This design comes from an exercise in tuning for small area on the open sky130 flow, not from production work. At most, simulation tests tie the RTL to the original design; equivalence was not proved. No functional check of the RTL was part of runs 2 to 6. No activity file was given, so power comes from the tool's default toggle rates.

## design/flow/run.sh

```bash
#!/bin/bash
# synth_recipe.tcl (not shown) runs the flow's synth.tcl, then flattens the netlist and writes it again
# the make line also repeats each setting of config.mk as NAME=value (left out here)
make -C /OpenROAD-flow-scripts/flow DESIGN_CONFIG=/design/flow/config.mk WORK_HOME=/design/flow/orfs CLKGATE_MAP_FILE= SYNTH_SCRIPT=/design/flow/synth_recipe.tcl finish
```

## design/flow/config.mk

```make
export PLATFORM = sky130hd
export DESIGN_NAME = AddRawFN
export DESIGN_NICKNAME = AddRawFN
export VERILOG_FILES = /design/flow/design.v
export SDC_FILE = /design/flow/constraint.sdc
export NUM_CORES = 4
export LEC_CHECK = 0
export CAP_MARGIN = 20
export CORE_MARGIN = 2
export CORE_UTILIZATION = 40
export SLEW_MARGIN = 20
```

## design/flow/constraint.sdc

```tcl
create_clock -name core_clock -period 4.0 [get_ports {clock}]
set_input_delay 0.8000 -clock core_clock [delete_from_list [all_inputs] [get_ports {clock}]]
set_output_delay 0.8000 -clock core_clock [all_outputs]
set_load 0.01 [all_outputs]
```

## design/flow/design.v

```verilog
module AddRawFN(
  input         clock,
  input         reset,
  input         io_a_isNaN,
  input         io_a_isInf,
  input         io_a_isZero,
  input  [8:0]  io_a_exp,
  input  [22:0] io_a_sig,
  input         io_b_isNaN,
  input         io_b_isInf,
  input         io_b_isZero,
  input  [8:0]  io_b_exp,
  input  [22:0] io_b_sig,
  output        io_invalidExc,
  output        io_rawOut_isNaN,
  output        io_rawOut_isInf,
  output        io_rawOut_isZero,
  output [8:0]  io_rawOut_exp,
  output [22:0] io_rawOut_sig
);
  wire  notSigNaN_invalidExc = io_a_isInf & io_b_isZero | io_a_isZero & io_b_isInf;  
  wire [9:0] _sDiffExps_T = {1'h0,io_a_exp};  
  wire [9:0] _sDiffExps_T_1 = {1'h0,io_b_exp};  
  wire  _io_invalidExc_T_12 = io_a_isNaN & ~io_a_isInf & ~io_a_isZero & io_a_exp[7:0] == 8'hff & ~io_a_sig[22] &
    io_a_sig[21:0] != 22'h0;  
  wire  _io_invalidExc_T_25 = io_b_isNaN & ~io_b_isInf & ~io_b_isZero & io_b_exp[7:0] == 8'hff & ~io_b_sig[22] &
    io_b_sig[21:0] != 22'h0;  
  reg [9:0] sDiffExps_reg;  
  reg [8:0] a_exp_s1, b_exp_s1;
  reg [22:0] a_sig_s1, b_sig_s1;
  reg [3:0] flags_s1;
  wire [8:0] _modNatAlignDist_T_2 = 9'h0 - sDiffExps_reg[8:0];  
  wire [8:0] _GEN_0 = sDiffExps_reg[9] ? _modNatAlignDist_T_2 : sDiffExps_reg[8:0];  
  wire [8:0] common_exp = sDiffExps_reg[9] ? b_exp_s1 : a_exp_s1;  
  wire [22:0] small_sig = sDiffExps_reg[9] ? a_sig_s1 : b_sig_s1;  
  wire [22:0] large_sig = sDiffExps_reg[9] ? b_sig_s1 : a_sig_s1;  
  wire [47:0] _pre_shifted_sig_T = {2'h1,small_sig,23'h0};  
  wire [9:0] modNatAlignDist = {{1'd0}, _GEN_0};  
  reg [47:0] pre_shifted_sig_reg;  
  reg [9:0] modNatAlignDist_s2;
  reg [8:0] common_exp_s2;
  reg [22:0] large_sig_s2;
  reg [3:0] flags_s2;
  reg [47:0] shifted_sig_reg;  
  reg [8:0] common_exp_s3;
  reg [22:0] large_sig_s3;
  reg [3:0] flags_s3;
  wire [47:0] _sig_sum_T = {2'h1,large_sig_s3,23'h0};  
  wire [47:0] sig_sum = _sig_sum_T + shifted_sig_reg;  
  reg [47:0] sig_sum_reg;  
  reg [8:0] common_exp_s4;
  reg [3:0] flags_s4;
  wire [48:0] _fullrawout_sig_T = {sig_sum_reg, 1'h0};  
  wire [8:0] _fullrawout_exp_T_1 = common_exp_s4 + 9'h1;  
  wire [49:0] _fullrawout_sig_T_1 = {sig_sum_reg, 2'h0};  
  wire [49:0] _GEN_4 = sig_sum_reg[47] ? {{1'd0}, _fullrawout_sig_T} : _fullrawout_sig_T_1;  
  reg [47:0] fullrawout_sig_reg;  
  reg [8:0] fullrawout_exp_reg;
  reg [3:0] flags_s5;
  wire  guardBit = fullrawout_sig_reg[24];  
  wire  roundBit = fullrawout_sig_reg[23];  
  wire  stickyBit = |fullrawout_sig_reg[22:0];  
  wire  leastSigBitOfResult = fullrawout_sig_reg[25];  
  wire  roundUp = guardBit & (roundBit | stickyBit | ~roundBit & ~stickyBit & leastSigBitOfResult);  
  wire [22:0] preRoundSig = fullrawout_sig_reg[47:25];  
  wire [22:0] _rawOut_sig_reg_T_1 = preRoundSig + 23'h1;  
  wire  roundCarry = roundUp & (&preRoundSig);
  reg [22:0] rawOut_sig_reg;  
  reg [8:0] rawOut_exp_reg;
  reg [3:0] flags_s6;
  assign io_invalidExc = flags_s6[3];  
  assign io_rawOut_isNaN = flags_s6[2];  
  assign io_rawOut_isInf = flags_s6[1];  
  assign io_rawOut_isZero = flags_s6[0];  
  assign io_rawOut_exp = rawOut_exp_reg;  
  assign io_rawOut_sig = rawOut_sig_reg;  
  always @(posedge clock) begin
    sDiffExps_reg <= _sDiffExps_T - _sDiffExps_T_1;  
    a_exp_s1 <= io_a_exp;
    b_exp_s1 <= io_b_exp;
    a_sig_s1 <= io_a_sig;
    b_sig_s1 <= io_b_sig;
    flags_s1 <= {_io_invalidExc_T_12 | _io_invalidExc_T_25 | notSigNaN_invalidExc, io_a_isNaN | io_b_isNaN,
                 io_a_isInf | io_b_isInf, io_a_isZero | io_b_isZero};
    pre_shifted_sig_reg <= _pre_shifted_sig_T >> modNatAlignDist;  
    modNatAlignDist_s2 <= modNatAlignDist;
    common_exp_s2 <= common_exp;
    large_sig_s2 <= large_sig;
    flags_s2 <= flags_s1;
    if (modNatAlignDist_s2 > 10'h18) begin  
      shifted_sig_reg <= 48'h0;
    end else begin
      shifted_sig_reg <= pre_shifted_sig_reg;
    end
    common_exp_s3 <= common_exp_s2;
    large_sig_s3 <= large_sig_s2;
    flags_s3 <= flags_s2;
    sig_sum_reg <= sig_sum;  
    common_exp_s4 <= common_exp_s3;
    flags_s4 <= flags_s3;
    fullrawout_sig_reg <= _GEN_4[47:0];  
    fullrawout_exp_reg <= sig_sum_reg[47] ? _fullrawout_exp_T_1 : common_exp_s4;
    flags_s5 <= flags_s4;
    if (roundUp) begin  
      rawOut_sig_reg <= _rawOut_sig_reg_T_1;
    end else begin
      rawOut_sig_reg <= preRoundSig;
    end
    rawOut_exp_reg <= fullrawout_exp_reg + {8'h0, roundCarry};
    flags_s6 <= flags_s5;
  end
endmodule
```

==> flow_metrics.tcl, run 1 <==
set metrics [dict create \
    path_clk_slew_ns 0.06 \
    drtIter0Drc 556 \
    hold-path-cell-count 0 \
    ir_drop_mv 0.393 \
    worstSetupPathType "flop to flop" \
    p_per_area_nw_per_um2 589 \
    clock-root-buffer "clkbuf_16" \
    crit_buf_inv 0 \
    start_kind "flop" \
    syn_to_final_growth_pct 21.6 \
    final_antenna_net_count 0 \
    initial_core_util 0.406 \
    synth_flop_cell "dfxtp_1" \
    crit_path_max_incr_delay_ns 0.56 \
    clock_sinks 410 \
    grt_pass1_vias 8702 \
    cts_htree_levels 2 \
    vias_per_cell 4.89 \
    cts_tree "done" \
    post_cts_resized 0 \
    grt_use_total 0.163 \
    clock_latency_ns 0.53 \
    io_buffers 106 \
    finClkSkew_ns 0.0158 \
    wire_per_inst_um 15.9 \
    holdCritPathClass "flop to flop" \
    avgSynthCellArea_um2 11.5 \
    path_cells "ha_1 > fa_1 > a21o_1 > a221oi_1 > a211oi_1 > o21ai_0 > a31oi_1 > a211o_1 > a21oi_1 > o21ai_0" \
    synth_compound_area_frac 0.0815 \
    drive_gt1_frac 0.154 \
    synthAdderAreaFrac 0.0359 \
    vias 8910 \
    ios 108 \
    cp_top_family "compound AO/OA/AOI/OAI gates" \
    tightest_slew_ns 0.922 \
    relSlewSlack 0.385 \
    maxSlewViolCount 0 \
    n_antenna_cell 0 \
    hold_viol_final 0 \
    routed_wl_um 29000 \
    cts_buffers 41 \
    post_cts_buffers 0 \
    cp.depth 10 \
    period_share 0.792 \
    first_pass_iters 5 \
    fp.dieW_um 191 \
    tns_ns 0 \
    cap_violations 0 \
    fin_crit_ns 3.17 \
    outcome "complete, no violations" \
    finalNetCount 1449 \
    endpoint_kind "flop" \
    grt_pass1_wl_um 46400 \
    rsz0062_at_grt "false" \
    critical_path.most_common_cell "o21ai_0" \
    yosys_register_bits 410 \
    cp_slowest_cell "a221oi_1" \
    rows 68 \
    worstRegToRegCells 10 \
    synthMuxAreaShare 0.117 \
    synthSimpleGateAreaFrac 0.117 \
    place_congestion 0.871 \
    grt_max_degree 48 \
    fmax_mhz 316 \
    hpwl_um 21800 \
    yosysUniqueCellTypes 61 \
    cp.arrival_ns 3.58 \
    synthXorXnorAreaFrac 0.0425 \
    synth-edff-count 0 \
    die_y_um 191 \
    synth_cells 1216 \
    synth-seq-area-share 0.585 \
    required_ns 4.41 \
    syn_area_um2 14000 \
    largest_register_ffs 48 \
    p_total_mw 10.0 \
    ctsHoldBuffers 0 \
    core_area_um2 34500 \
    power.leakage_nw 6.87 \
    setup_viol 0 \
    clk_path_buf_depth 3 \
    cp_max_fo 4 \
    syn-num-nets 1327 \
    synth-async-reset-ratio 0 \
    die_area_um2 36600 \
    grt_antenna_before_repair 2 \
    route.detailed.drc 0 \
    synth_top_family_by_area "simple AND/OR/NAND/NOR gates" \
    gr-total-overflow 0 \
    yosysWarnings 1 \
]
[through the flow]
| stage | area, um^2 | utilization | hold slack, ns | setup slack, ns | cells |
|---|---|---|---|---|---|
| detailed placement | 15700 | 0.453 | 0.312 | 0.806 | 1750 |
| finish | 17100 | 0.494 | 0.322 | 0.832 | 1822 |
| global route | 17100 | 0.494 | 0.329 | 0.560 | 1822 |
| floorplan | 14000 | - | 0.310 | 0.799 | 1216 |
| CTS | 17100 | 0.494 | 0.323 | 0.817 | 1822 |
| global placement | 15700 | 0.453 | 0.310 | 0.841 | 1750 |
[path summary, 6_finish.rpt]
| path | from | endpoint | slack (ns) |
|---|---|---|---|
| max reg2reg | shifted_sig_reg[23]$_SDFF_PN0_ | sig_sum_reg[47]$_DFF_P_ | 0.83 |
| min reg2reg | flags_s4[3]$_DFF_P_ | flags_s5[3]$_DFF_P_ | 0.32 |
| min | flags_s4[3]$_DFF_P_ | flags_s5[3]$_DFF_P_ | 0.32 |
| max | shifted_sig_reg[23]$_SDFF_PN0_ | sig_sum_reg[47]$_DFF_P_ | 0.83 |
[layer usage]
layer | track usage | up-vias | part of all wire
met5 | 0 | - | 0
met4 | 0.0518 | 0 | 0.025
met3 | 0.0286 | 54 | 0.053
met2 | 0.249 | 245 | 0.43
met1 | 0.234 | 4093 | 0.49
li1 | - | 4518 | -
[area by class of cell]
class / instances / area, um^2
Inverter: 27 / 101
Sequential cell: 410 / 8210
Timing Repair Buffer: 126 / 1210
Tap cell: 455 / 569
Fill cell: 3134 / 17500
Multi-Input combinational cell: 732 / 5560
Clock inverter: 14 / 229
Clock buffer: 58 / 1170
[synthesized netlist by cell type (10+ instances only)]
library cell	n	area share
and3_1	11	0.0049
xor2_1	20	0.012
dfxtp_1	410	0.59
mux2i_1	21	0.015
nor4_1	18	0.0080
clkbuf_1	36	0.0096
mux4_2	19	0.031
o22ai_1	23	0.010
nand4_1	16	0.0071
a21oi_1	41	0.015
ha_1	37	0.033
a21o_1	10	0.0054
nor2_1	53	0.014
and2_1	51	0.023
nand3_1	26	0.0093
xnor2_1	48	0.030
o21ai_0	37	0.013
nand2_1	93	0.025
mux2_2	89	0.071
nor3_1	14	0.0050
inv_1	25	0.0067
[power breakdown]
part | switching [mW] | total [mW] | internal [mW]
clock network | 1.52 | 3.89 | 2.38
registers | 0.172 | 4.62 | 4.45
logic | 0.890 | 1.53 | 0.644
[cells in the final DEF (no fill, tap or decap), types with 37 or more instances in the layout]
cell and count:
dfxtp_1 408, clkdlybuf4s50_1 106, nand2_1 93, mux2_2 89, nor2_1 53, and2_1 51
xnor2_1 48, clkbuf_16 42, a21oi_1 41, o21ai_0 37, ha_1 37
[logic make-up (layout without fill, tap and decap cells)]
group	count (synthesis)	in the layout
adder cells (fa/ha/maj)	39	39
XOR/XNOR	68	68
multiplexers	129	129
AND/OR/NAND/NOR	322	322
AO/OA/AOI/OAI	174	174
flip-flops	410	410
buffers and inverters	74	225
==> inputs of run 2 (changes only) <==
==> design/flow/design.v (replaced) <==
module AddRawFN(
  input         clock,
  input         reset,
  input         io_a_isNaN,
  input         io_a_isInf,
  input         io_a_isZero,
  input  [8:0]  io_a_exp,
  input  [22:0] io_a_sig,
  input         io_b_isNaN,
  input         io_b_isInf,
  input         io_b_isZero,
  input  [8:0]  io_b_exp,
  input  [22:0] io_b_sig,
  output        io_invalidExc,
  output        io_rawOut_isNaN,
  output        io_rawOut_isInf,
  output        io_rawOut_isZero,
  output [8:0]  io_rawOut_exp,
  output [22:0] io_rawOut_sig
);
  wire sNaN_a = io_a_isNaN & ~io_a_isInf & ~io_a_isZero & (&io_a_exp[7:0]) & ~io_a_sig[22] & (|io_a_sig[21:0]);
  wire sNaN_b = io_b_isNaN & ~io_b_isInf & ~io_b_isZero & (&io_b_exp[7:0]) & ~io_b_sig[22] & (|io_b_sig[21:0]);
  wire [3:0] flags = {sNaN_a | sNaN_b | (io_a_isInf & io_b_isZero) | (io_a_isZero & io_b_isInf),
                      io_a_isNaN | io_b_isNaN, io_a_isInf | io_b_isInf, io_a_isZero | io_b_isZero};
  wire [9:0] dab = {1'b0, io_a_exp} - {1'b0, io_b_exp};
  wire [8:0] dba = io_b_exp - io_a_exp;
  wire swap = dab[9];
  wire [8:0] M = swap ? dba : dab[8:0];
  wire [8:0] E = swap ? io_b_exp : io_a_exp;
  wire [22:0] L = swap ? io_b_sig : io_a_sig;
  wire [22:0] S = swap ? io_a_sig : io_b_sig;
  wire far = M > 9'd24;
  wire [47:0] T = far ? 48'h0 : ({2'b01, S, 23'h0} >> M[4:0]);
  wire [25:0] Uhi = {2'b01, L} + T[47:23];
  wire ovf = Uhi[24];
  wire [22:0] F = ovf ? Uhi[23:1] : Uhi[22:0];
  wire G = ovf ? Uhi[0] : T[22];
  wire RS = ovf ? (|T[22:0]) : (|T[21:0]);
  wire up = G & (RS | F[0]);
  wire [23:0] Fr = {1'b0, F} + {23'h0, up};
  wire [8:0] Eo = E + {8'h0, ovf} + {8'h0, Fr[23]};
  reg [35:0] p1, p2, p3, p4, p5, p6;
  always @(posedge clock) begin
    p1 <= {flags, Eo, Fr[22:0]};
    p2 <= p1;
    p3 <= p2;
    p4 <= p3;
    p5 <= p4;
    p6 <= p5;
  end
  assign {io_invalidExc, io_rawOut_isNaN, io_rawOut_isInf, io_rawOut_isZero, io_rawOut_exp, io_rawOut_sig} = p6;
endmodule
==> run 2 against run 1 <==
Compared with the run above: now fails the layout checks on negative setup slack; clock skew is 0.0053 ns lower; largest power group is now combinational cells; largest cell class is now multi-input combinational cells; critical endpoint is now p1[31]$_DFF_P_; highest routed layer unchanged; first-iteration DRC count is 5.4% higher; setup slack worse by 3.7 ns; clock power is 54% lower; critical path depth is 26 higher; critical path type is now input port to flop.
==> flow_metrics.tcl, run 2 <==
set metrics [dict create \
    outcome "finished with violations" \
    violatedChecks "negative setup slack" \
    ir_drop_mv 0.411 \
    tightest_slew_ns 0.750 \
    die_area_um2 26500 \
    grt_max_degree 26 \
    final_antenna_net_count 0 \
    maxSlewViolCount 0 \
    power.leakage_nw 7.50 \
    synthTopCellsByArea "dfxtp_1 (43%), nand2_1 (5.8%), ha_1 (5.2%)" \
    first_pass_iters 5 \
    cp_slowest_cell "mux4_2" \
    synth_cells 1103 \
    p_per_area_nw_per_um2 445 \
    r2r_setup_slack_ns 3.57 \
    grt_pass1_vias 10642 \
    rsz0062_at_grt "true" \
    grt_use_total 0.262 \
    fin_ws_ns -2.82 \
    fillers 1913 \
    start_kind "input port" \
    drtIter0Drc 586 \
    cp_max_fo 4 \
    yosysWarnings 1 \
    period_share 1.71 \
    endpoint_kind "flop" \
    synth_common_cells "dfxtp_1 (216), nand2_1 (157), nor2_1 (87), a21oi_1 (64)" \
    finClkSkew_ns 0.0104 \
    grt_use_met1 0.313 \
    clk_path_buf_depth 3 \
    drive_gt1_frac 0.455 \
    busiest_layer "met2" \
    holdCritPathClass "flop to flop" \
    worstSetupPathType "input port to flop" \
    cp_top_family "simple AND/OR/NAND/NOR gates" \
    clock_latency_ns 0.46 \
    fp.dieW_um 163 \
    clock_sinks 216 \
    clock-root-buffer "clkbuf_16" \
    cts_buffers 19 \
    relSlewSlack 0.496 \
    place_congestion 0.947 \
    die_y_um 163 \
    yosysTopAreaCell "dfxtp_1" \
    synth-seq-area-share 0.429 \
    final_common_cell "buf_4" \
    syn_area_um2 10100 \
    synth-edff-count 0 \
    yosysTopAreaCellShare 0.429 \
    required_ns 4.32 \
    path_clk_slew_ns 0.07 \
    final_cell_mix "buf_4 (426), dfxtp_1 (216), nand2_1 (139), clkdlybuf4s50_1 (88), nor2_1 (76)" \
    cts_htree_levels 1 \
    syn_to_final_growth_pct 69.4 \
    vias 10492 \
    grt_use_met2 0.461 \
    fin_crit_ns 6.82 \
    setup_viol 32 \
    synth-async-reset-ratio 0 \
    synth_most_common_cell "dfxtp_1" \
    initial_core_util 0.404 \
    crit_buf_inv 5 \
    fin_util 0.684 \
    synth_flop_cell "dfxtp_1" \
    wire_per_inst_um 17.7 \
    cap_violations 0 \
    ios 108 \
    yosysUniqueCellTypes 77 \
    grt_pass1_wl_um 54500 \
    core_area_um2 25000 \
    avgSynthCellArea_um2 9.14 \
    routed_wl_um 35500 \
    crit_path_max_incr_delay_ns 0.54 \
    fmax_mhz 147 \
    syn-num-nets 1221 \
    hold_viol_final 0 \
    rows 58 \
    finalNetCount 1778 \
    ctsHoldBuffers 0 \
    dpl_cell_area_um2 14300 \
    post-place-ws_ns -4.27 \
    use_met3 0.0344 \
    gr-total-overflow 0 \
    yosys_register_bits 216 \
    hpwl_um 25800 \
    cp.arrival_ns 7.15 \
    route.detailed.drc 0 \
    vias_per_cell 5.24 \
    io_buffers 106 \
    p_total_mw 7.60 \
    design_area_um2 17100 \
    grt_antenna_before_repair 1 \
    cts_tree "done" \
]
==> run 2: final cells by class <==
class | count | area [um^2] | share of cell area
Inverter | 44 | 185 | 0.0108
Tap cell | 330 | 413 | 0.0242
Antenna cell | 1 | 2.50 | 0.000146
Clock inverter | 8 | 125 | 0.00732
Timing Repair Buffer | 581 | 4860 | 0.284
Sequential cell | 216 | 4320 | 0.253
Clock buffer | 25 | 518 | 0.0303
Multi-Input combinational cell | 798 | 6660 | 0.390
==> run 2: logic make-up after synthesis <==
family          Yosys count  synth area share
fa+ha+maj                46            0.0600
flops                   216             0.429
simple gates            403             0.190
buf+inv                  89            0.0350
mux                      60            0.0835
xor+xnor                 48            0.0417
compound gates          241             0.161
==> run 2: per-stage QoR <==
stage	hold slack [ns]	std cells	TNS, ns
after floorplan	0.310	1103	-86.18
after global placement	0.310	1860	-108.75
after detailed placement	0.312	1860	-114.92
after CTS	0.314	2004	-75.14
after global routing	0.318	2002	-84.21
final	0.313	2003	-76.58
==> run 2: worst paths after layout <==
path / cells past startpoint / from / endpoint
max: 36 / io_b_exp[4] / p1[31]$_DFF_P_
min: 0 / p1[31]$_DFF_P_ / p2[31]$_DFF_P_
max reg2reg: 0 / p1[20]$_DFF_P_ / p2[20]$_DFF_P_
min reg2reg: 0 / p1[31]$_DFF_P_ / p2[31]$_DFF_P_
==> run 2: layer usage <==
metal  part of all wire  vias up
met2               0.48      380
met1               0.41     4923
li1                   -     5069
met4              0.060        0
met3              0.052      120
met5                  0        -
==> run 2: power by group <==
group	internal [mW]	switching, mW
clock network	1.06	0.731
logic	1.62	1.50
registers	2.59	0.0912
==> run 2: what timing repair did <==
item / 4_1_cts / 5_1_grt
setup buffers: 114 / 38
cloned: 0 / 0
endpoints found under the setup margin: 32 / 33
gates resized for setup: 224 / 149
pin swaps: 80 / 84
==> inputs of run 3 (changes only) <==
--- a/design/flow/design.v
+++ b/design/flow/design.v
@@ -32,16 +32,36 @@
   wire far = M > 9'd24;
   wire [47:0] T = far ? 48'h0 : ({2'b01, S, 23'h0} >> M[4:0]);
-  wire [25:0] Uhi = {2'b01, L} + T[47:23];
-  wire ovf = Uhi[24];
-  wire [22:0] F = ovf ? Uhi[23:1] : Uhi[22:0];
-  wire G = ovf ? Uhi[0] : T[22];
-  wire RS = ovf ? (|T[22:0]) : (|T[21:0]);
+  wire [24:0] A = {2'b01, L};
+  wire [24:0] B = T[47:23];
+  wire [8:0] s0 = {1'b0, A[7:0]} + {1'b0, B[7:0]};
+  wire [8:0] s1 = {1'b0, A[15:8]} + {1'b0, B[15:8]};
+  wire [8:0] s2 = {1'b0, A[24:16]} + {1'b0, B[24:16]};
+  reg [24:0] q_s;
+  reg [1:0]  q_c;
+  reg        q_g, q_st;
+  reg [8:0]  q_e;
+  reg [3:0]  q_f;
+  always @(posedge clock) begin
+    q_s <= {s2[8:0], s1[7:0], s0[7:0]};
+    q_c <= {s1[8], s0[8]};
+    q_g <= T[22];
+    q_st <= |T[21:0];
+    q_e <= E;
+    q_f <= flags;
+  end
+  wire [7:0] u1 = q_s[15:8] + {7'h0, q_c[0]};
+  wire c16 = q_c[1] | (q_c[0] & (&q_s[15:8]));
+  wire [8:0] u2 = q_s[24:16] + {8'h0, c16};
+  wire [24:0] U = {u2, u1, q_s[7:0]};
+  wire ovf = U[24];
+  wire [22:0] F = ovf ? U[23:1] : U[22:0];
+  wire G = ovf ? U[0] : q_g;
+  wire RS = ovf ? (q_g | q_st) : q_st;
   wire up = G & (RS | F[0]);
   wire [23:0] Fr = {1'b0, F} + {23'h0, up};
-  wire [8:0] Eo = E + {8'h0, ovf} + {8'h0, Fr[23]};
-  reg [35:0] p1, p2, p3, p4, p5, p6;
+  wire [8:0] Eo = q_e + {8'h0, ovf} + {8'h0, Fr[23]};
+  reg [35:0] p2, p3, p4, p5, p6;
   always @(posedge clock) begin
-    p1 <= {flags, Eo, Fr[22:0]};
-    p2 <= p1;
+    p2 <= {q_f, Eo, Fr[22:0]};
     p3 <= p2;
     p4 <= p3;
--- a/design/flow/config.mk
+++ b/design/flow/config.mk
@@ -6,4 +6,5 @@
 export NUM_CORES = 4
 export LEC_CHECK = 0
+export ABC_AREA = 1
 export CAP_MARGIN = 20
 export CORE_MARGIN = 2
==> run 3 against run 2 <==
Compared with the run above: the layout still fails its checks (negative setup slack); via count fell by 9.0%; die area fell by 2.3%; design area fell by 9.9%; critical path depth fell by 7; global-route usage fell by 5.2 points; sequential share of layout area rose by 3.6 points; clock power rose by 13%; cell count fell by 2.6%; largest power group is now registers; highest routed layer unchanged.
==> flow_metrics.tcl, run 3 <==
set metrics [dict create \
    outcome "finished with violations" \
    violatedChecks "negative setup slack" \
    relSlewSlack 0.529 \
    required_ns 4.38 \
    tightest_slew_ns 0.699 \
    worstSetupStartpoint "q_s[12]$_DFF_P_" \
    clkPwrFrac 0.268 \
    drive_gt1_frac 0.368 \
    switching_power_mw 2.38 \
    hpwl_um 21400 \
    power.leakage_nw 7.18 \
    avgSynthCellArea_um2 8.11 \
    synth_common_cells "nand2_1 (253), dfxtp_1 (222), nand3_1 (183), inv_1 (113), nor2_1 (64)" \
    yosysTopAreaCell "dfxtp_1" \
    grt_pass1_wl_um 43800 \
    cp_slowest_cell "xor2_4" \
    first_pass_iters 7 \
    route.detailed.drc 0 \
    r2r_end "p2[29]$_DFF_P_" \
    final_antenna_net_count 0 \
    r2r_setup_slack_ns -0.13 \
    yosysTopAreaCellShare 0.451 \
    cap_violations 0 \
    worstRegToRegCells 29 \
    gr-total-overflow 0 \
    grt_use_total 0.210 \
    place_congestion 0.952 \
    syn-num-nets 1339 \
    holdCritPathClass "flop to flop" \
    r2r_start "q_s[12]$_DFF_P_" \
    ios 108 \
    crit_path_max_incr_delay_ns 0.34 \
    core_area_um2 24200 \
    synthTopCellsByArea "dfxtp_1 (45%), nand2_1 (9.6%), nand3_1 (9.3%)" \
    synth-seq-area-share 0.451 \
    power_frac_comb 0.364 \
    ir_drop_mv 0.335 \
    synth_most_common_cell "nand2_1" \
    rows 57 \
    fin_ws_ns -0.131 \
    worstSetupPathType "flop to flop" \
    rsz0062_at_grt "true" \
    synth-async-reset-ratio 0 \
    die_y_um 161 \
    clock_latency_ns 0.50 \
    setup_viol 5 \
    crit_end "p2[29]$_DFF_P_" \
    start_kind "flop" \
    cp_max_fo 7 \
    fmax_mhz 242 \
    endpoint_kind "flop" \
    worstHoldStart "p4[33]$_DFF_P_" \
    routed_wl_um 28700 \
    hold_viol_final 0 \
    synth_cells 1215 \
    yosysWarnings 1 \
    synth-edff-count 0 \
    final_cell_mix "buf_4 (270), dfxtp_1 (220), nand2_1 (212), nand3_1 (124), inv_1 (95)" \
    syn_to_final_growth_pct 56.3 \
    yosys_register_bits 222 \
    synth_flop_cell "dfxtp_1" \
    wire_per_inst_um 14.7 \
    die_area_um2 25900 \
    dpl_cell_area_um2 13100 \
    grt_max_degree 24 \
    syn_area_um2 9850 \
    finClkSkew_ns 0.0163 \
    final_common_cell "buf_4" \
    finalNetCount 1736 \
    grt_pass1_vias 8996 \
    internal_power_mw 5.20 \
    period_share 1.03 \
    clk_path_buf_depth 3 \
    p_per_area_nw_per_um2 492 \
    cp.arrival_ns 4.51 \
    design_area_um2 15400 \
    initial_core_util 0.406 \
    drtIter0Drc 547 \
    clock_sinks 222 \
    cts_tree "done" \
    fin_crit_ns 4.13 \
    clock-root-buffer "clkbuf_16" \
    vias 9551 \
    fp.dieW_um 161 \
    fin_util 0.635 \
    grt_antenna_before_repair 0 \
    swShare 0.314 \
    maxSlewViolCount 0 \
    cts_htree_levels 1 \
    path_clk_slew_ns 0.07 \
    io_buffers 106 \
    yosysUniqueCellTypes 51 \
    cts_buffers 21 \
    p_seq_frac 0.369 \
    n_antenna_cell 0 \
    vias_per_cell 4.90 \
]
-- run 3: per-stage QoR --
step | power [mW] | TNS, ns | hold WS (ns) | setup slack, ns | instances
2_1_floorplan | 3.97 | -0.330 | 0.310 | -0.165 | 1215
5_1_grt | 7.98 | -3.33 | 0.328 | -0.487 | 1951
4_1_cts | 7.33 | -3.32 | 0.316 | -0.497 | 1923
6_report | 7.58 | -0.440 | 0.318 | -0.131 | 1951
3_3_place_gp | 5.04 | -15.32 | 0.310 | -0.759 | 1836
3_5_place_dp | 5.07 | -17.76 | 0.312 | -0.849 | 1836
-- run 3: power groups by stage --
stage,Sequential (mW),Combinational [mW],Clock (mW)
after floorplan,2.85,1.12,0
after global placement,2.82,2.22,0
after detailed placement,2.84,2.24,0
after CTS,2.80,2.46,2.08
after global routing,2.84,2.97,2.17
final,2.79,2.76,2.03
-- run 3: cells by family (layout without fill, tap and decap cells) --
family,after synthesis,after routing,synth area share
xor gates and xnor gates,62,63,0.0585
buffers and inverters,162,572,0.0677
and+or+nand+nor,589,590,0.279
DFF,222,222,0.451
adders and majority gates,52,52,0.0699
AOI/OAI and AO/OA,128,128,0.0740
-- run 3: worst min path at each step --
stage	end	slack, ns	cells after the start
6_report	p5[33]$_DFF_P_	0.32	0
5_1_grt	p4[28]$_DFF_P_	0.33	0
4_1_cts	p5[33]$_DFF_P_	0.32	0
3_5_place_dp	p3[20]$_DFF_P_	0.31	0
3_3_place_gp	p5[13]$_DFF_P_	0.31	0
2_1_floorplan	p2[32]$_DFF_P_	0.31	0
-- run 3: repair_timing --
| item | in CTS | in global routing |
|---|---|---|
| setup buffers | 46 | 33 |
| gates resized for setup | 101 | 192 |
| hold buffers | 0 | 0 |
| cloned | 4 | 2 |
| endpoints found under the setup margin | 24 | 31 |
| pin swaps | 61 | 94 |
-- run 3: worst max-delay path: cells and delay by family, from the launching register on --
family / cells / cell delay [ns]
adder cells (fa/ha/maj): 4 / 0.72
XOR/XNOR: 2 / 0.46
flip-flops: 1 / 0.33
buffers and inverters: 5 / 0.47
AO/OA/AOI/OAI: 3 / 0.31
AND/OR/NAND/NOR: 15 / 1.71
-- run 3: layout make-up --
cell class	count	area (um^2)
Timing Repair Buffer	414	3600
Clock inverter	12	136
Clock buffer	26	584
Multi-Input combinational cell	833	5740
Fill cell	2069	8850
Sequential cell	222	4450
Tap cell	324	405
Inverter	120	485
-- run 3: per-layer routing --
layer  routed length [um]  up-vias  global-route usage
li1                     -     4799                   -
met3                 1330       68              0.0204
met2                14300      287               0.375
met5                    0        -                   0
met1                12200     4397               0.264
met4                  884        0              0.0731
==> inputs of run 4 (changes only) <==
--- a/design/flow/config.mk
+++ b/design/flow/config.mk
@@ -6,5 +6,4 @@
 export NUM_CORES = 4
 export LEC_CHECK = 0
-export ABC_AREA = 1
 export CAP_MARGIN = 20
 export CORE_MARGIN = 2
==> run 4 against run 3 <==
Compared with the run above: still fails the layout checks on negative setup slack; global-route usage down 0.076 points; design area up 1.6%; first-iteration DRC count up 1.6%; hold slack worse by 0.0076 ns; clock power up 5%; sequential share of layout area down 0.44 points; synthesized cell count down 8.3%; critical path depth down 2; clock skew up 0.0038 ns; wire length down 1.4%; core utilization down 1.0 points; critical path type is now input port to flop; largest power group unchanged.
==> flow_metrics.tcl, run 4 <==
set metrics [dict create \
    clkPwrFrac 0.296 \
    hpwl_um 21400 \
    tightest_slew_ns 0.782 \
    swShare 0.284 \
    route.detailed.drc 0 \
    fmax_mhz 223 \
    synth_common_cells "dfxtp_1 (222), nand2_1 (142), o21ai_0 (79), nor2_1 (63), a21oi_1 (58)" \
    core_area_um2 25000 \
    final_antenna_net_count 0 \
    grt_pass1_wl_um 44700 \
    fin_crit_ns 4.49 \
    p_per_area_nw_per_um2 463 \
    synth_flop_cell "dfxtp_1" \
    io_buffers 106 \
    clock_latency_ns 0.51 \
    n_antenna_cell 0 \
    hold_viol_final 0 \
    syn-num-nets 1238 \
    r2r_start "q_s[11]$_DFF_P_" \
    cap_violations 0 \
    final_common_cell "buf_4" \
    use_met3 0.0190 \
    grt_antenna_before_repair 0 \
    worstHoldStart "p3[13]$_DFF_P_" \
    p_seq_frac 0.382 \
    yosysTopAreaCell "dfxtp_1" \
    yosysTopAreaCellShare 0.438 \
    relSlewSlack 0.472 \
    crit_path_max_incr_delay_ns 0.56 \
    finalNetCount 1642 \
    finClkSkew_ns 0.0201 \
    holdCritPathClass "flop to flop" \
    multi_input_area_um2 6060 \
    yosysUniqueCellTypes 69 \
    cts_buffers 22 \
    gr-total-overflow 0 \
    setup_viol 18 \
    place_congestion 0.934 \
    drtIter0Drc 556 \
    rsz0062_at_grt "true" \
    maxSlewViolCount 0 \
    avgSynthCellArea_um2 9.10 \
    cp_max_fo 4 \
    routed_wl_um 28400 \
    ir_drop_mv 0.342 \
    crit_buf_inv 11 \
    fp.dieW_um 163 \
    clk_path_buf_depth 3 \
    die_y_um 163 \
    synthTopCellsByArea "dfxtp_1 (44%), ha_1 (5.8%), nand2_1 (5.3%)" \
    final_cell_mix "buf_4 (298), dfxtp_1 (220), nand2_1 (138), clkdlybuf4s50_1 (88), o21ai_0 (63)" \
    synth_most_common_cell "dfxtp_1" \
    ctsHoldBuffers 0 \
    power.leakage_nw 6.82 \
    first_pass_iters 5 \
    grt_use_total 0.209 \
    grt_use_met2 0.373 \
    vias_per_cell 5.04 \
    required_ns 4.43 \
    die_area_um2 26600 \
    p_total_mw 7.24 \
    worstSetupPathType "input port to flop" \
    rows 58 \
    syn_to_final_growth_pct 54.2 \
    synth_cells 1114 \
    worstSetupStartpoint "io_a_exp[3]" \
    period_share 1.12 \
    power_frac_comb 0.322 \
    yosys_register_bits 222 \
    wire_per_inst_um 15.2 \
    critical_path.most_common_cell "buf_4" \
    grt_use_met1 0.267 \
    clock-root-buffer "clkbuf_16" \
    fillers 2128 \
    clock_sinks 222 \
    seqCellArea_um2 4450 \
    switching_power_mw 2.05 \
    start_kind "input port" \
    fin_ws_ns -0.487 \
    grt_max_degree 29 \
    initial_core_util 0.405 \
    cp_slowest_cell "mux4_2" \
    vias 9392 \
    cts_htree_levels 1 \
    outcome "finished with violations" \
    synth-edff-count 0 \
    grt_pass1_vias 9064 \
    cp_top_family "buffers and inverters" \
    violatedChecks "negative setup slack" \
    cts_tree "done" \
    path_clk_slew_ns 0.06 \
    drive_gt1_frac 0.344 \
    cp.arrival_ns 4.92 \
    tns_ns -6.28 \
    yosysWarnings 1 \
    synth-async-reset-ratio 0 \
    syn_area_um2 10100 \
    ios 108 \
    fin_util 0.625 \
    busiest_layer "met2" \
    endpoint_kind "flop" \
    synth-seq-area-share 0.438 \
    internal_power_mw 5.18 \
]
run 4: layer usage:
| layer | vias up | share of wire |
|---|---|---|
| met4 | 0 | 0.031 |
| met1 | 4355 | 0.44 |
| li1 | 4740 | - |
| met2 | 244 | 0.49 |
| met3 | 53 | 0.042 |
| met5 | - | 0 |
run 4: worst register-to-register path, cell delays in order (launching register included):
cell and delay (ns):
dfxtp_2 0.33, and2_4 0.14, nand4_1 0.11, o21bai_1 0.20
ha_2 0.25, ha_4 0.14, nand4_1 0.13, buf_4 0.18
o31ai_4 0.17, buf_6 0.16, nand3_1 0.13, a21oi_2 0.20
o2111a_1 0.24, nand2b_1 0.10, nor2_2 0.13, and4_1 0.21
ha_1 0.24, a21o_1 0.21, ha_2 0.19, buf_4 0.13
nand3_1 0.09, xnor2_1 0.12
run 4: repair_timing:
action,4_1_cts,5_1_grt
setup buffers,41,19
cloned,3,1
setup endpoints to repair,32,38
pin swaps,60,73
resized for setup,121,95
run 4: power by group through the flow:
stage / combinational (mW) / sequential [mW] / clock, mW
after floorplan: 0.999 / 2.81 / 0
after global placement: 2.02 / 2.79 / 0
after detailed placement: 2.02 / 2.81 / 0
after CTS: 2.20 / 2.77 / 2.20
after global routing: 2.51 / 2.81 / 2.30
final: 2.33 / 2.76 / 2.14
run 4: final cells by class:
type / count / area share
Inverter: 51 / 0.0133
Clock inverter: 8 / 0.0101
Clock buffer: 31 / 0.0399
Multi-Input combinational cell: 791 / 0.388
Sequential cell: 222 / 0.284
Tap cell: 330 / 0.0264
Timing Repair Buffer: 430 / 0.238
run 4: stage by stage:
stage / setup slack, ns / std cells / instance area (um^2) / hold slack [ns]
final: -0.487 / 1863 / 15600 / 0.310
after global routing: -0.667 / 1863 / 15600 / 0.304
after CTS: -0.506 / 1851 / 15200 / 0.302
after detailed placement: -1.56 / 1770 / 13600 / 0.312
after global placement: -1.42 / 1770 / 13600 / 0.310
after floorplan: -0.711 / 1114 / 10300 / 0.310
run 4: worst paths after layout:
kind / endpoint / slack (ns) / cells past startpoint
max: q_s[23]$_DFF_P_ / -0.49 / 27
min: p4[13]$_DFF_P_ / 0.31 / 0
max reg2reg: p2[27]$_DFF_P_ / 0.14 / 21
min reg2reg: p4[13]$_DFF_P_ / 0.31 / 0
run 4: logic make-up (layout without fill, tap and decap cells):
family | count (synthesis) | count (layout) | synth area share
adder cells (fa/ha/maj) | 52 | 52 | 0.0679
XOR/XNOR | 62 | 62 | 0.0535
AO/OA/AOI/OAI | 259 | 259 | 0.163
buffers and inverters | 101 | 520 | 0.0400
AND/OR/NAND/NOR | 362 | 362 | 0.174
flip-flops | 222 | 222 | 0.438
multiplexers | 56 | 56 | 0.0633
==> inputs of run 5 (changes only) <==
--- a/design/flow/design.v
+++ b/design/flow/design.v
@@ -32,17 +32,27 @@
   wire far = M > 9'd24;
   wire [47:0] T = far ? 48'h0 : ({2'b01, S, 23'h0} >> M[4:0]);
-  wire [24:0] A = {2'b01, L};
-  wire [24:0] B = T[47:23];
-  wire [8:0] s0 = {1'b0, A[7:0]} + {1'b0, B[7:0]};
-  wire [8:0] s1 = {1'b0, A[15:8]} + {1'b0, B[15:8]};
-  wire [8:0] s2 = {1'b0, A[24:16]} + {1'b0, B[24:16]};
-  reg [24:0] q_s;
-  reg [1:0]  q_c;
+  wire [23:0] A = {1'b1, L};
+  wire [23:0] B = T[46:23];
+  wire [23:0] s1;
+  wire [24:0] cc;
+  wire [3:0] c1;
+  genvar i;
+  generate for (i = 0; i < 24; i = i + 1) begin : rip
+    wire ci = (i == 0 || i == 6 || i == 12 || i == 18) ? 1'b0 : cc[i];
+    assign s1[i] = A[i] ^ B[i] ^ ci;
+    assign cc[i+1] = (A[i] & B[i]) | (ci & (A[i] ^ B[i]));
+  end endgenerate
+  assign c1[0] = cc[6];
+  assign c1[1] = cc[12];
+  assign c1[2] = cc[18];
+  assign c1[3] = cc[24];
+  reg [23:0] q_s;
+  reg [3:0] q_c;
   reg        q_g, q_st;
   reg [8:0]  q_e;
   reg [3:0]  q_f;
   always @(posedge clock) begin
-    q_s <= {s2[8:0], s1[7:0], s0[7:0]};
-    q_c <= {s1[8], s0[8]};
+    q_s <= s1;
+    q_c <= c1;
     q_g <= T[22];
     q_st <= |T[21:0];
@@ -50,18 +60,35 @@
     q_f <= flags;
   end
-  wire [7:0] u1 = q_s[15:8] + {7'h0, q_c[0]};
-  wire c16 = q_c[1] | (q_c[0] & (&q_s[15:8]));
-  wire [8:0] u2 = q_s[24:16] + {8'h0, c16};
-  wire [24:0] U = {u2, u1, q_s[7:0]};
-  wire ovf = U[24];
-  wire [22:0] F = ovf ? U[23:1] : U[22:0];
-  wire G = ovf ? U[0] : q_g;
-  wire RS = ovf ? (q_g | q_st) : q_st;
-  wire up = G & (RS | F[0]);
-  wire [23:0] Fr = {1'b0, F} + {23'h0, up};
-  wire [8:0] Eo = q_e + {8'h0, ovf} + {8'h0, Fr[23]};
+  wire bp0 = &q_s[5:0];
+  wire bp1 = &q_s[11:6];
+  wire bp2 = &q_s[17:12];
+  wire bp3 = &q_s[23:18];
+  wire gp1 = 1'b0, pp1 = 1'b1;
+  wire gp2 = q_c[1] | (bp1 & gp1);
+  wire pp2 = bp1 & pp1;
+  wire gp3 = q_c[2] | (bp2 & gp2);
+  wire pp3 = bp2 & pp2;
+  wire gp4 = q_c[3] | (bp3 & gp3);
+  wire pp4 = bp3 & pp3;
+  wire up0 = q_g & (q_st | q_s[0]);
+  wire up1 = q_s[0] & (q_g | q_st | q_s[1]);
+  wire ovf = gp4 | (pp4 & q_c[0]);
+  wire rnz = ovf ? up1 : up0;
+  wire [5:0] r0 = ovf ? {up1, 1'b0} : {1'b0, up0};
+  wire co0 = q_c[0] | (bp0 & rnz);
+  wire [23:0] V;
+  assign V[5:0] = q_s[5:0] + r0;
+  wire ci1 = gp1 | (pp1 & co0);
+  assign V[11:6] = q_s[11:6] + {5'd0, ci1};
+  wire ci2 = gp2 | (pp2 & co0);
+  assign V[17:12] = q_s[17:12] + {5'd0, ci2};
+  wire ci3 = gp3 | (pp3 & co0);
+  assign V[23:18] = q_s[23:18] + {5'd0, ci3};
+  wire V24 = gp4 | (pp4 & co0);
+  wire [22:0] F = V24 ? V[23:1] : V[22:0];
+  wire [8:0] Eo = q_e + {8'h0, V24};
   reg [35:0] p2, p3, p4, p5, p6;
   always @(posedge clock) begin
-    p2 <= {q_f, Eo, Fr[22:0]};
+    p2 <= {q_f, Eo, F};
     p3 <= p2;
     p4 <= p3;
==> run 5 against run 4 <==
Compared with the run above: the layout still fails its checks (negative setup slack); area after synthesis shrank 6.4%; synthesized cell count is 12% lower; combinational power grew 5%; sequential power up 3%; count of clock-buffer cells in the layout is 2 lower; highest routed layer unchanged.
==> flow_metrics.tcl, run 5 <==
set metrics [dict create \
    outcome "finished with violations" \
    violatedChecks "negative setup slack" \
    switching_power_mw 2.07 \
    dpl_cell_area_um2 12800 \
    die_y_um 158 \
    synth-async-reset-ratio 0 \
    r2r_end "p2[22]$_DFF_P_" \
    power.leakage_nw 6.22 \
    fin_crit_ns 5.01 \
    ctsHoldBuffers 0 \
    synth_most_common_cell "dfxtp_1" \
    synth_cells 983 \
    wire_per_inst_um 17.1 \
    cap_violations 0 \
    cts_buffers 20 \
    endpoint_kind "flop" \
    r2r_setup_slack_ns 0.56 \
    hold-path-cell-count 0 \
    tightest_slew_ns 0.762 \
    vias 8453 \
    start_kind "input port" \
    holdCritPathClass "flop to flop" \
    n_antenna_cell 0 \
    crit_buf_inv 9 \
    yosysTopAreaCellShare 0.471 \
    grt_pass1_wl_um 43700 \
    ios 108 \
    grt_pass1_vias 8333 \
    worstSetupStartpoint "io_a_exp[0]" \
    r2r_start "q_s[9]$_DFF_P_" \
    first_pass_iters 5 \
    fmax_mhz 200 \
    drive_gt1_frac 0.362 \
    syn_to_final_growth_pct 53.2 \
    route.detailed.drc 0 \
    clock-root-buffer "clkbuf_16" \
    drtIter0Drc 671 \
    syn-num-nets 1109 \
    finClkSkew_ns 0.0135 \
    crit_path_max_incr_delay_ns 0.57 \
    relSlewSlack 0.486 \
    clkPwrFrac 0.249 \
    avgSynthCellArea_um2 9.65 \
    cp.arrival_ns 5.43 \
    period_share 1.25 \
    setup_viol 18 \
    worstHoldStart "p5[17]$_DFF_P_" \
    design_area_um2 14500 \
    gr-total-overflow 0 \
    rsz0062_at_grt "true" \
    grt_use_total 0.227 \
    final_antenna_net_count 0 \
    p_seq_frac 0.404 \
    worstRegToRegCells 15 \
    yosysUniqueCellTypes 75 \
    synth-edff-count 0 \
    cts_htree_levels 1 \
    min_to "p6[17]$_DFF_P_" \
    yosysWarnings 1 \
    maxSlewViolCount 0 \
    place_congestion 0.936 \
    syn_area_um2 9490 \
    worstSetupPathType "input port to flop" \
    clk_path_buf_depth 3 \
    required_ns 4.42 \
    io_buffers 106 \
    grt_max_degree 43 \
    synth-seq-area-share 0.471 \
    hpwl_um 22100 \
    ir_drop_mv 0.309 \
    synth_flop_cell "dfxtp_1" \
    cts_tree "done" \
    grt_antenna_before_repair 0 \
    path_clk_slew_ns 0.06 \
    critical_path.most_common_cell "fa_2" \
    p_per_area_nw_per_um2 484 \
    yosysTopAreaCell "dfxtp_1" \
    final_common_cell "buf_4" \
    post-place-ws_ns -1.98 \
    rows 56 \
    cp_top_family "adder cells" \
    finalNetCount 1463 \
    clock_sinks 223 \
    die_area_um2 25000 \
    initial_core_util 0.405 \
    fp.dieW_um 158 \
    synth_common_cells "dfxtp_1 (223), nand2_1 (124), nor2_1 (85), a21oi_1 (52), o21ai_0 (46)" \
    swShare 0.294 \
    cp_max_fo 11 \
    final_cell_mix "buf_4 (233), dfxtp_1 (223), nand2_1 (123), clkdlybuf4s50_1 (88), nor2_1 (75)" \
    clock_latency_ns 0.48 \
    hold_viol_final 0 \
    fin_ws_ns -1.01 \
    power_frac_comb 0.347 \
    synthTopCellsByArea "dfxtp_1 (47%), nand2_1 (4.9%), fa_1 (4.6%)" \
    vias_per_cell 5.07 \
    yosys_register_bits 223 \
    cp_slowest_cell "fa_2" \
    core_area_um2 23400 \
    internal_power_mw 4.97 \
    routed_wl_um 28500 \
]
## run 5: cell count changes in the layout (fill, tap and decap cells not counted), sizes merged, moves of 21 or more
| cell | delta |
|---|---|
| xnor2 | -21 |
| xor2 | -22 |
| nor2 | +22 |
| o21ai | -33 |
| buf | -49 |
## run 5: layout make-up
| cell class | count | area (um^2) |
|---|---|---|
| clock buffer | 29 | 576 |
| fill | 1988 | 8870 |
| tap | 319 | 399 |
| timing repair buffer | 378 | 3390 |
| inverter | 47 | 214 |
| multi-input combinational | 667 | 5450 |
| sequential | 223 | 4460 |
| clock inverter | 5 | 42.5 |
## run 5: stage by stage
| step | std cells | TNS [ns] | total power [mW] | utilization | hold slack [ns] |
|---|---|---|---|---|---|
| CTS | 1656 | -10.76 | 6.90 | 0.603 | 0.322 |
| global placement | 1578 | -35.24 | 4.86 | 0.545 | 0.310 |
| floorplan | 983 | -11.54 | 3.84 | - | 0.310 |
| detailed placement | 1578 | -37.40 | 4.88 | 0.545 | 0.312 |
| global route | 1668 | -13.69 | 7.41 | 0.621 | 0.327 |
| finish | 1668 | -10.87 | 7.04 | 0.621 | 0.320 |
## run 5: timing repair
item / in CTS / in global routing
hold endpoints to repair: 0 / 0
endpoints found under the setup margin: 25 / 25
resized for setup: 119 / 78
gates cloned: 0 / 1
buffers inserted: 45 / 14
pin swaps: 32 / 38
## run 5: worst max-delay path by stage
stage	end	slack (ns)	depth (start not counted)
global placement	q_s[11]$_DFF_P_	-1.96	24
CTS	q_s[17]$_DFF_P_	-0.90	25
floorplan	q_s[11]$_DFF_P_	-0.99	20
detailed placement	q_s[11]$_DFF_P_	-1.98	25
global route	q_s[11]$_DFF_P_	-1.11	24
finish	q_s[11]$_DFF_P_	-1.01	25
## run 5: kinds of logic (layout without fill, tap and decap cells)
| logic type | after synthesis | after routing | share of synthesized area |
|---|---|---|---|
| and+or+nand+nor | 332 | 332 | 0.162 |
| AOI/OAI and AO/OA | 206 | 206 | 0.145 |
| buffers and inverters | 93 | 459 | 0.0404 |
| adders and majority gates | 54 | 54 | 0.0886 |
| xor gates and xnor gates | 19 | 19 | 0.0175 |
| muxes | 56 | 56 | 0.0762 |
| DFF | 223 | 223 | 0.471 |
## run 5: layer usage
| metal | routed length (um) | vias up | GRT usage |
|---|---|---|---|
| li1 | - | 4163 | - |
| met1 | 12400 | 3956 | 0.294 |
| met2 | 13600 | 280 | 0.389 |
| met3 | 1580 | 54 | 0.0282 |
| met4 | 896 | 0 | 0.0828 |
| met5 | 0 | - | 0 |
## run 5: power groups by stage
| stage | Clock [mW] | Sequential (mW) | Combinational, mW |
|---|---|---|---|
| 2_1_floorplan | 0 | 2.88 | 0.958 |
| 3_3_place_gp | 0 | 2.88 | 1.98 |
| 3_5_place_dp | 0 | 2.90 | 1.98 |
| 4_1_cts | 1.80 | 2.85 | 2.25 |
| 5_1_grt | 1.90 | 2.90 | 2.61 |
| 6_report | 1.75 | 2.85 | 2.44 |
## run 5: worst register-to-register path: cells and delay by family, from the launching register on
kind,cells,cell delay [ns]
and+or+nand+nor,5,1.06
DFF,1,0.46
adders and majority gates,2,0.42
AOI/OAI and AO/OA,8,1.38
==> inputs of run 6 (changes only) <==
--- a/design/flow/design.v
+++ b/design/flow/design.v
@@ -36,17 +36,19 @@
   wire [23:0] s1;
   wire [24:0] cc;
-  wire [3:0] c1;
+  wire [5:0] c1;
   genvar i;
   generate for (i = 0; i < 24; i = i + 1) begin : rip
-    wire ci = (i == 0 || i == 6 || i == 12 || i == 18) ? 1'b0 : cc[i];
+    wire ci = (i == 0 || i == 4 || i == 8 || i == 12 || i == 16 || i == 20) ? 1'b0 : cc[i];
     assign s1[i] = A[i] ^ B[i] ^ ci;
     assign cc[i+1] = (A[i] & B[i]) | (ci & (A[i] ^ B[i]));
   end endgenerate
-  assign c1[0] = cc[6];
-  assign c1[1] = cc[12];
-  assign c1[2] = cc[18];
-  assign c1[3] = cc[24];
+  assign c1[0] = cc[4];
+  assign c1[1] = cc[8];
+  assign c1[2] = cc[12];
+  assign c1[3] = cc[16];
+  assign c1[4] = cc[20];
+  assign c1[5] = cc[24];
   reg [23:0] q_s;
-  reg [3:0] q_c;
+  reg [5:0] q_c;
   reg        q_g, q_st;
   reg [8:0]  q_e;
@@ -60,8 +62,10 @@
     q_f <= flags;
   end
-  wire bp0 = &q_s[5:0];
-  wire bp1 = &q_s[11:6];
-  wire bp2 = &q_s[17:12];
-  wire bp3 = &q_s[23:18];
+  wire bp0 = &q_s[3:0];
+  wire bp1 = &q_s[7:4];
+  wire bp2 = &q_s[11:8];
+  wire bp3 = &q_s[15:12];
+  wire bp4 = &q_s[19:16];
+  wire bp5 = &q_s[23:20];
   wire gp1 = 1'b0, pp1 = 1'b1;
   wire gp2 = q_c[1] | (bp1 & gp1);
@@ -71,19 +75,27 @@
   wire gp4 = q_c[3] | (bp3 & gp3);
   wire pp4 = bp3 & pp3;
+  wire gp5 = q_c[4] | (bp4 & gp4);
+  wire pp5 = bp4 & pp4;
+  wire gp6 = q_c[5] | (bp5 & gp5);
+  wire pp6 = bp5 & pp5;
   wire up0 = q_g & (q_st | q_s[0]);
   wire up1 = q_s[0] & (q_g | q_st | q_s[1]);
-  wire ovf = gp4 | (pp4 & q_c[0]);
+  wire ovf = gp6 | (pp6 & q_c[0]);
   wire rnz = ovf ? up1 : up0;
-  wire [5:0] r0 = ovf ? {up1, 1'b0} : {1'b0, up0};
+  wire [3:0] r0 = ovf ? {up1, 1'b0} : {1'b0, up0};
   wire co0 = q_c[0] | (bp0 & rnz);
   wire [23:0] V;
-  assign V[5:0] = q_s[5:0] + r0;
+  assign V[3:0] = q_s[3:0] + r0;
   wire ci1 = gp1 | (pp1 & co0);
-  assign V[11:6] = q_s[11:6] + {5'd0, ci1};
+  assign V[7:4] = q_s[7:4] + {3'd0, ci1};
   wire ci2 = gp2 | (pp2 & co0);
-  assign V[17:12] = q_s[17:12] + {5'd0, ci2};
+  assign V[11:8] = q_s[11:8] + {3'd0, ci2};
   wire ci3 = gp3 | (pp3 & co0);
-  assign V[23:18] = q_s[23:18] + {5'd0, ci3};
-  wire V24 = gp4 | (pp4 & co0);
+  assign V[15:12] = q_s[15:12] + {3'd0, ci3};
+  wire ci4 = gp4 | (pp4 & co0);
+  assign V[19:16] = q_s[19:16] + {3'd0, ci4};
+  wire ci5 = gp5 | (pp5 & co0);
+  assign V[23:20] = q_s[23:20] + {3'd0, ci5};
+  wire V24 = gp6 | (pp6 & co0);
   wire [22:0] F = V24 ? V[23:1] : V[22:0];
   wire [8:0] Eo = q_e + {8'h0, V24};
==> run 6 against run 5 <==
Compared with the run above: still fails the layout checks on negative setup slack; hold slack worse by 0.0019 ns; wire length down 9.9%; count of clock-buffer cells in the layout down 7; area after synthesis up 0.44%; cell count down 2.5%; global-route usage down 2.0 points; synthesized cell count down 0.92%; via count down 3.8%; clock power about the same; total power down 3.5%.
==> flow_metrics.tcl, run 6 <==
set metrics [dict create \
    synth_common_cells "dfxtp_1 (225), nand2_1 (121), o21ai_0 (67), inv_1 (54), nor2_1 (50)" \
    worstHoldStart "p2[2]$_DFF_P_" \
    violatedChecks "negative setup slack" \
    rsz0062_at_grt "true" \
    die_area_um2 25100 \
    setup_viol 19 \
    power_frac_comb 0.324 \
    drive_gt1_frac 0.335 \
    dr_wl_met3_um 1330 \
    clock_latency_ns 0.47 \
    rows 56 \
    grt_antenna_before_repair 1 \
    dr_wl_met2_um 12300 \
    final_common_cell "dfxtp_1" \
    cts_tree "done" \
    clk_path_buf_depth 3 \
    cp_max_fo 4 \
    synth-seq-area-share 0.473 \
    fp.dieW_um 158 \
    core_area_um2 23400 \
    final_antenna_net_count 0 \
    place_congestion 0.940 \
    wire_per_inst_um 15.8 \
    final_cell_mix "dfxtp_1 (225), buf_4 (224), nand2_1 (120), clkdlybuf4s50_1 (88), o21ai_0 (60)" \
    maxSlewViolCount 0 \
    hpwl_um 20300 \
    swShare 0.283 \
    internal_power_mw 4.87 \
    syn-num-nets 1104 \
    hold_viol_final 0 \
    required_ns 4.35 \
    cts_buffers 18 \
    synth_cells 974 \
    vias 8135 \
    yosysTopAreaCellShare 0.473 \
    ios 108 \
    topRoutingLayerUsed "met4" \
    switching_power_mw 1.92 \
    outcome "finished with violations" \
    p_per_area_nw_per_um2 487 \
    power.leakage_nw 6.02 \
    finalNetCount 1425 \
    clock_sinks 225 \
    post-place-ws_ns -1.44 \
    worstSetupPathType "input port to flop" \
    p_seq_frac 0.415 \
    die_y_um 158 \
    grt_max_degree 45 \
    path_clk_slew_ns 0.07 \
    clock-root-buffer "clkbuf_16" \
    gr-total-overflow 0 \
    clkPwrFrac 0.260 \
    endpoint_kind "flop" \
    cts_htree_levels 1 \
    ir_drop_mv 0.334 \
    wl_met1_um 11400 \
    syn_area_um2 9530 \
    io_buffers 106 \
    finClkSkew_ns 0.00871 \
    synth_most_common_cell "dfxtp_1" \
    yosys_register_bits 225 \
    yosysTopAreaCell "dfxtp_1" \
    post_layout_nonfiller_instances 1626 \
    yosysUniqueCellTypes 75 \
    synth_flop_cell "dfxtp_1" \
    start_kind "input port" \
    first_pass_iters 5 \
    hold_ws_ns 0.318 \
    synth-edff-count 0 \
    dp.cells 1566 \
    cp.arrival_ns 4.78 \
    worstSetupStartpoint "io_a_exp[0]" \
    syn_to_final_growth_pct 46.5 \
    initial_core_util 0.407 \
    yosysWarnings 1 \
    grt_use_total 0.208 \
    route.detailed.drc 0 \
    tightest_slew_ns 1.03 \
    r2r_start "q_s[11]$_DFF_P_" \
    grt_pass1_vias 8010 \
    avgSynthCellArea_um2 9.78 \
    synth-async-reset-ratio 0 \
    relSlewSlack 0.304 \
    fin_crit_ns 4.43 \
    holdCritPathClass "flop to flop" \
    routed_wl_um 25700 \
    synthTopCellsByArea "dfxtp_1 (47%), ha_1 (5.0%), mux2i_1 (4.8%)" \
    fmax_mhz 225 \
    grt_pass1_wl_um 40900 \
    tns_ns -4.33 \
    vias_per_cell 5.00 \
    fin_ws_ns -0.435 \
    drtIter0Drc 399 \
    period_share 1.11 \
    cap_violations 0 \
]
[run 6: cell types whose count changed after synthesis, moves of 8 or more]
| cell | previous run | this run |
|---|---|---|
| clkbuf_1 | 23 | 32 |
| mux4_2 | 10 | 2 |
| o21ai_0 | 46 | 67 |
| nor3_1 | 26 | 11 |
| nor2_1 | 85 | 50 |
| mux2i_1 | 27 | 46 |
| inv_1 | 45 | 54 |
| nor2b_1 | 16 | 30 |
| a21oi_1 | 52 | 36 |
| mux2_2 | 17 | 9 |
| a221oi_1 | 11 | 19 |
[run 6: layer usage]
| metal | global-route usage | vias up |
|---|---|---|
| met2 | 0.368 | 234 |
| met4 | 0.0579 | 0 |
| met5 | 0 | - |
| met3 | 0.0240 | 42 |
| met1 | 0.268 | 3809 |
| li1 | - | 4050 |
[run 6: critical path: stages]
cell and delay, ns:
buf_8 0.08, buf_4 0.11, ha_4 0.14, inv_2 0.04, fa_2 0.36, a21o_1 0.21
a21o_1 0.20, buf_4 0.13, mux2_4 0.28, buf_6 0.14, xnor2_4 0.13, o311ai_1 0.12
or3_4 0.35, or2_4 0.29, buf_6 0.12, a211o_1 0.28, fa_2 0.34, inv_2 0.06
fa_2 0.20, fa_2 0.41
[run 6: kinds of logic after synthesis]
family / synth area share
DFF: 0.473
AOI/OAI and AO/OA: 0.151
buffers and inverters: 0.0444
muxes: 0.0667
xor gates and xnor gates: 0.0210
adders and majority gates: 0.0919
and+or+nand+nor: 0.153
[run 6: timing repair]
| item | CTS | global route |
|---|---|---|
| buffers inserted | 14 | 13 |
| gates cloned | 1 | 0 |
| setup endpoints to repair | 26 | 25 |
| hold buffers | 0 | 0 |
| resized for setup | 140 | 75 |
| pin swaps | 33 | 38 |
[run 6: worst paths after layout]
path / cells past startpoint / slack, ns / end
worst min register to register: 0 / 0.32 / p3[2]$_DFF_P_
worst max-delay path: 20 / -0.43 / q_s[11]$_DFF_P_
worst min-delay path: 0 / 0.32 / p3[2]$_DFF_P_
worst max register to register: 15 / 0.87 / p2[31]$_DFF_P_
[run 6: cell type report]
type	count	area [um^2]
Clock buffer	22	517
Sequential cell	225	4500
Multi-Input combinational cell	646	5230
Inverter	54	218
Tap cell	319	399
Timing Repair Buffer	350	2980
Antenna cell	1	2.50
Fill cell	2095	9450
Clock inverter	9	106
[run 6: power by group through the flow]
stage	clock, mW	sequential [mW]	combinational [mW]
final	1.77	2.82	2.20
after global routing	1.91	2.87	2.38
after CTS	1.83	2.83	2.09
after detailed placement	0	2.88	1.92
after global placement	0	2.85	1.93
after floorplan	0	2.88	0.925
[run 6: stage by stage]
stage               utilization  total power, mW  instance area, um^2
CTS                       0.584             6.74                13700
detailed placement        0.536             4.80                12600
global route              0.596             7.15                14000
floorplan                     -             3.80                 9680
finish                    0.596             6.79                14000
global placement          0.536             4.78                12600

static timing again, ports no longer ideal:
The flow's constraints put no driver on any port. The routed layouts listed below were extracted and timed again, unchanged, in two steps.
Step 1: set_driving_cell puts a clkbuf_16 on clock and a buf_2 on each other input, an assumption about the parent block.
Step 2 times the ports against the registers' clock, not the clock port: input delays grow and output delays shrink by t, the midpoint of the rising clock arrivals with the driver on.
a / b / c = ideal / step 1 / step 2; a / b = the first two.
| run | t (ns) | setup slack, ns | worst setup path at the end | worst register clock-pin slew, ns | cell pins on the clock port's net |
|---|---|---|---|---|---|
| run 1 | 0.575 | 0.832 / 0.832 / 0.832 | register to register | 0.06 / 0.06 | 1 |
| run 2 | 0.494 | -2.822 / -2.845 / -3.339 | input to register | 0.07 / 0.07 | 1 |
| run 3 | 0.536 | -0.131 / -0.131 / -0.457 | input to register | 0.09 / 0.09 | 1 |
| run 4 | 0.538 | -0.487 / -0.493 / -1.032 | input to register | 0.06 / 0.06 | 1 |
| run 5 | 0.522 | -1.010 / -1.001 / -1.523 | input to register | 0.07 / 0.07 | 1 |
| run 6 | 0.503 | -0.435 / -0.442 / -0.945 | input to register | 0.07 / 0.07 | 1 |
For run 4, which loses most, drivers alone change the setup slack by -0.006 ns; drivers and shift together by -0.545 ns.
